This design comes from an exercise in tuning for small area and a short achievable clock period on the open sky130 flow, not from production work. At most, simulation tests tie the RTL to the original design; equivalence was not proved.

== alpha ==
==> flow/design.v (excerpt) <==
module FFT64 #(
    parameter width = 16
) (
    input                           clk,
    input                           rst_n,
    input                           di_en,
    input       signed  [width-1:0] di_re,
    input       signed  [width-1:0] di_img,
    output reg                      do_en,
    output reg  signed  [width-1:0] do_re,
    output reg  signed  [width-1:0] do_img
);
clock: 11.0 ns
lec_check: 0
cap_margin: 20
core_margin: 2
core_utilization: 55
slew_margin: 20
synth_hierarchical: 1
synth_minimum_keep_size: 0
standard.sh (not shown) runs the stock make flow with config.mk's settings and CLKGATE_MAP_FILE= SYNTH_SCRIPT=/design/flow/synth_recipe.tcl, a recipe that flattens the netlist after the stock synthesis.
==> flow/flow/run.sh <==
#!/bin/bash
bash standard.sh SETUP_SLACK_MARGIN=7.45 "BUFFER_PORTS_ARGS=-buffer_cell sky130_fd_sc_hd__buf_2" CTS_CLUSTER_SIZE=24 CTS_CLUSTER_DIAMETER=100 finish > standard.log 2>&1
[inputs] beta vs alpha
==> flow/flow/run.sh <==
#!/bin/bash
bash standard.sh SETUP_SLACK_MARGIN=7.45 "BUFFER_PORTS_ARGS=-buffer_cell sky130_fd_sc_hd__buf_2" "CTS_ARGS=-sink_clustering_enable -repair_clock_nets -sink_clustering_size 16 -sink_clustering_max_diameter 70 -sink_clustering_buffer sky130_fd_sc_hd__clkbuf_8" finish > standard.log 2>&1
Findings:
On clock slew at the register clock pins of the worst setup and hold paths, beta tracks alpha almost exactly. NOTE routed wire length alpha->beta increased slightly. Diff alpha -> beta | share of layout cells above drive strength 1 | increase of 1.3 points. In beta, the post-route clock period utilization came out 0.41 points above the value in alpha.
Modified inputs, gamma compared to beta
==> flow/flow/run.sh <==
#!/bin/bash
# Layout flow: the standard ORFS flow (standard.sh, unchanged synthesis)
# with these changes to how the layout is made:
#  - timing repair aims at 7.3 ns of setup slack (the clock stays 11 ns),
#  - the port buffers are plain buf_2 cells,
#  - the clock tree is built from clkbuf_8 cells, sinks clustered in groups
#    of up to 16 within 80 um.
# The whole output of the flow goes to standard.log in this folder.
bash standard.sh SETUP_SLACK_MARGIN=7.3 \
  "BUFFER_PORTS_ARGS=-buffer_cell sky130_fd_sc_hd__buf_2" \
  "CTS_BUF_LIST=sky130_fd_sc_hd__clkbuf_8" \
  CTS_CLUSTER_SIZE=16 CTS_CLUSTER_DIAMETER=80 \
  finish > standard.log 2>&1
Notes after the runs:
- Timing, DRC, antenna: 0 failures across beta and gamma
- The run showing the smaller first-iteration DRC count is beta.
- Global routing usage summed across all routing layers is lower on gamma
- beta leaves more setup margin than gamma.
- Changes observed in gamma relative to beta: relative area of non-clock buffer cells in the final design lost 0.34 points; met1 track demand over resource in global routing lost 0.30 points.
- Relative to beta, initial antenna violation count decreased by 1 in gamma.
- Max total area of multi-input combinational cells across beta and gamma: beta
- Summed area of non-filler cells in the final layout ended up about 1.3% lower on gamma than on beta.
Inputs modified between gamma and delta:
==> flow/flow/run.sh <==
#!/bin/bash
# Layout flow: the standard ORFS flow (standard.sh, unchanged synthesis)
# with these changes to how the layout is made:
#  - timing repair aims at 7.45 ns of setup slack (the clock stays 11 ns),
#  - the port buffers are plain buf_2 cells,
#  - clock-tree sinks are clustered in groups of up to 24 within 100 um.
# The whole output of the flow goes to standard.log in this folder.
bash standard.sh SETUP_SLACK_MARGIN=7.45 \
  "BUFFER_PORTS_ARGS=-buffer_cell sky130_fd_sc_hd__buf_2" \
  CTS_CLUSTER_SIZE=24 CTS_CLUSTER_DIAMETER=100 \
  finish > standard.log 2>&1
### Flow results
- From gamma to delta the numbers moved as follows: met2 usage in global routing picked up an extra 0.34 points; cell count lost 0.86%; reg-to-reg setup timing slack picked up an extra 110 ps; fraction of final layout cells sized beyond drive strength 1 neither gained nor lost much.
- For delta, the cell type of the slowest stage on the worst timing path was sky130_fd_sc_hd__dfxtp_4, unlike gamma, where it was sky130_fd_sc_hd__dfxtp_2.
- Delta (delta minus gamma): final cell utilization of the core +0.64 points; amount of wire on met2 after detailed routing up 3600 um.
- NOTE: upper clock frequency limit in delta exceeds that of gamma
- Lower number of inserted filler cells in the final layout goes to delta over gamma.

job 1343:
FFT64, a different RTL version from the one above (not shown whole).
Size in the first run: roughly 11000 cells after synthesis, about 4100 flip-flops, about 140000 µm² of cells after synthesis.
Settings: LEC_CHECK=0, CAP_MARGIN=20, CORE_MARGIN=2, CORE_UTILIZATION=55, SLEW_MARGIN=20, SYNTH_HIERARCHICAL=1, SYNTH_MINIMUM_KEEP_SIZE=0; clock period 11.0 ns.
==> flow/flow/run.sh <==
#!/bin/bash
# Layout flow: the standard ORFS flow (standard.sh, unchanged synthesis)
# with these changes to how the layout is made:
#  - timing repair aims at 7.3 ns of setup slack (the clock stays 11 ns),
#  - the port buffers are plain buf_2 cells,
#  - clock-tree sinks are clustered in groups of up to 24 within 100 um.
# The whole output of the flow goes to standard.log in this folder.
bash standard.sh SETUP_SLACK_MARGIN=7.3 \
  "BUFFER_PORTS_ARGS=-buffer_cell sky130_fd_sc_hd__buf_2" \
  CTS_CLUSTER_SIZE=24 CTS_CLUSTER_DIAMETER=100 \
  finish > standard.log 2>&1
Setup changes, job 1343 to job 3201
==> flow/flow/run.sh <==
#!/bin/bash
bash standard.sh SETUP_SLACK_MARGIN=7.3 "BUFFER_PORTS_ARGS=-buffer_cell sky130_fd_sc_hd__buf_2" CTS_CLUSTER_SIZE=32 CTS_CLUSTER_DIAMETER=60 finish > standard.log 2>&1
Results
- NOTE: count of clock-buffer cells in the layout in job 3201 exceeds that of job 1343
- Diff job 3201 and job 1343: fill cell instance count of the final layout lower in job 3201
- Worst setup margin ends up higher on job 3201.
- Job 3201 — register-to-register slack 40 ps higher, job 1343 as reference
- Measured against each other, job 3201 and job 1343 differ in number of signal-net buffers in the layout, the lower figure coming from job 3201.
- As far as total vias in the final route is concerned, job 1343 and job 3201 perform about the same.
- On endpoint required time on the critical path: job 3201 sits below job 1343.
- Reported for job 3201 and job 1343, remaining design rule violation count turned out identical to the last digit.
- [compare] base=job 1343 new=job 3201: arrival time of data at the critical path endpoint now sits lower.

FFT64, a different RTL version from the one above (not shown whole).
For scale: roughly 10000 cells after synthesis, about 4100 flip-flops, ~68 I/O pins, about 130000 sq um of cells after synthesis.
export LEC_CHECK = 0
export CAP_MARGIN = 20
export CORE_MARGIN = 2
export CORE_UTILIZATION = 55
export SLEW_MARGIN = 20
export SYNTH_HIERARCHICAL = 1
export SYNTH_MINIMUM_KEEP_SIZE = 0
create_clock -name core_clock -period 11.0 [get_ports {clk}]
==> flow/flow/run.sh <==
#!/bin/bash
bash standard.sh SETUP_SLACK_MARGIN=7.3 "BUFFER_PORTS_ARGS=-buffer_cell sky130_fd_sc_hd__buf_2" "CTS_BUF_LIST=sky130_fd_sc_hd__clkbuf_8" CTS_CLUSTER_SIZE=16 CTS_CLUSTER_DIAMETER=80 finish > standard.log 2>&1
The baseline completed without violations.
Then changed:
==> flow/flow/run.sh (replaced) <==
#!/bin/bash
bash standard.sh SETUP_SLACK_MARGIN=7.3 "BUFFER_PORTS_ARGS=-buffer_cell sky130_fd_sc_hd__buf_2" "CTS_ARGS=-sink_clustering_enable -repair_clock_nets -sink_clustering_size 16 -sink_clustering_max_diameter 70 -sink_clustering_buffer sky130_fd_sc_hd__clkbuf_8" finish > standard.log 2>&1
Result: The changed run ran to the end with no violations. Global-route usage is about the same. Final cell count stays the same. Utilization came out higher by 0.22 points. Critical path depth came out higher by 7. Setup slack gets better by 110 ps. Final area came out higher by 0.37%.
Then changed:
==> flow/flow/run.sh (replaced) <==
#!/bin/bash
# Layout flow: the standard ORFS flow (standard.sh, unchanged synthesis)
# with these changes to how the layout is made:
#  - timing repair aims at 7.3 ns of setup slack (the clock stays 11 ns),
#  - the port buffers are plain buf_2 cells,
#  - the clock tree is built from clkbuf_8 cells, sinks clustered in groups
#    of up to 16 within 80 um.
# The whole output of the flow goes to standard.log in this folder.
bash standard.sh SETUP_SLACK_MARGIN=7.3 PLACE_DENSITY=0.72 \
  "BUFFER_PORTS_ARGS=-buffer_cell sky130_fd_sc_hd__buf_2" \
  "CTS_BUF_LIST=sky130_fd_sc_hd__clkbuf_8" \
  CTS_CLUSTER_SIZE=16 CTS_CLUSTER_DIAMETER=80 \
  finish > standard.log 2>&1
Non-clock buffer count goes up by 5; wire length went up by a few percent; worst setup slack degrades by 130 ps; flip-flop and latch count does not change; die area stays the same; synthesized cell count stays the same; utilization falls by 0.16 points; cell area is about the same.

FFT64, a different RTL version from the one above (not shown whole).
For scale: about 10000 cells after synthesis, ~68 I/O pins, about 130000 sq um of cells after synthesis.
Settings: LEC_CHECK=0, CAP_MARGIN=20, CORE_MARGIN=2, CORE_UTILIZATION=55, SLEW_MARGIN=20, SYNTH_HIERARCHICAL=1, SYNTH_MINIMUM_KEEP_SIZE=0; clock period 11.0 ns.
==> flow/flow/run.sh <==
#!/bin/bash
# Layout flow: the standard ORFS flow (standard.sh, unchanged synthesis)
# with these changes to how the layout is made:
#  - timing repair aims at 7.5 ns of setup slack (the clock stays 11 ns),
#  - the port buffers are plain buf_2 cells,
#  - clock-tree sinks are clustered in groups of up to 24 within 100 um.
# The whole output of the flow goes to standard.log in this folder.
bash standard.sh SETUP_SLACK_MARGIN=7.5 \
  "BUFFER_PORTS_ARGS=-buffer_cell sky130_fd_sc_hd__buf_2" \
  CTS_CLUSTER_SIZE=24 CTS_CLUSTER_DIAMETER=100 \
  finish > standard.log 2>&1
Edit:
==> flow/flow/run.sh (replaced) <==
#!/bin/bash
# Layout flow: the standard ORFS flow (standard.sh, unchanged synthesis)
# with these changes to how the layout is made:
#  - timing repair aims at 7.3 ns of setup slack (the clock stays 11 ns),
#  - the port buffers are plain buf_2 cells,
#  - clock-tree sinks are clustered in groups of up to 24 within 100 um.
# The whole output of the flow goes to standard.log in this folder.
bash standard.sh SETUP_SLACK_MARGIN=7.3 \
  "BUFFER_PORTS_ARGS=-buffer_cell sky130_fd_sc_hd__buf_2" \
  CTS_CLUSTER_SIZE=24 CTS_CLUSTER_DIAMETER=100 \
  finish > standard.log 2>&1
What happened:
- The new run produced a clean layout
- final area falls slightly
- first-iteration DRC count rises by roughly a tenth
- worst setup slack is better by 0.046 ns
- count of clock-buffer cells in the layout falls by 2
- clock skew rises by 0.0066 ns
- sequential share of layout area rises by 0.34 points
- area after synthesis is unchanged
- final cell count hardly moves
- sequential cell count is unchanged
No run of this note included a check of the RTL's function; only the layout flow was run.

separate check: timing with driven ports:
The flow's constraints put no driver on any port. The routed layouts listed below were extracted and timed again, unchanged, in two steps.
Step 1: set_driving_cell puts a clkbuf_16 on clk and a buf_2 on each other input, an assumption about the parent block.
Step 2 adds t to the input delays and takes it off the output delays; t is the mean of the earliest and latest rising clock arrival at the registers after step 1. Input paths then give back, and output paths get back, about the clock's delay inside the block.
a / b / c = ideal / step 1 / step 2; a / b = the first two.
run | t, ns | slack for setup (ns) | clock arrival spread, ns | slew at the worst register clock pin (ns)
alpha | 0.940 | 7.443 / 7.352 / 7.469 | 0.068 / 0.067 | 0.10 / 0.10
beta | 0.986 | 7.398 / 7.299 / 7.489 | 0.089 / 0.088 | 0.11 / 0.11
gamma | 1.126 | 7.269 / 7.169 / 7.363 | 0.100 / 0.099 | 0.12 / 0.12
delta | 0.940 | 7.443 / 7.352 / 7.469 | 0.068 / 0.067 | 0.10 / 0.10
job 1343 | 0.940 | 7.345 / 7.311 / 7.345 | 0.086 / 0.086 | 0.10 / 0.10
job 3201 | 0.938 | 7.380 / 7.309 / 7.380 | 0.077 / 0.077 | 0.11 / 0.11
the first run of note 3 | 1.119 | 7.282 / 7.189 / 7.370 | 0.098 / 0.097 | 0.10 / 0.10
the second run of note 3 | 0.986 | 7.390 / 7.308 / 7.390 | 0.064 / 0.064 | 0.10 / 0.10
the third run of note 3 | 1.124 | 7.261 / 7.175 / 7.344 | 0.106 / 0.106 | 0.11 / 0.11
the first run of note 4 | 0.937 | 7.235 / 7.235 / 7.235 | 0.062 / 0.062 | 0.10 / 0.10
the second run of note 4 | 0.954 | 7.281 / 7.281 / 7.281 | 0.066 / 0.066 | 0.10 / 0.10
After both steps setup and hold are still met in every run listed.
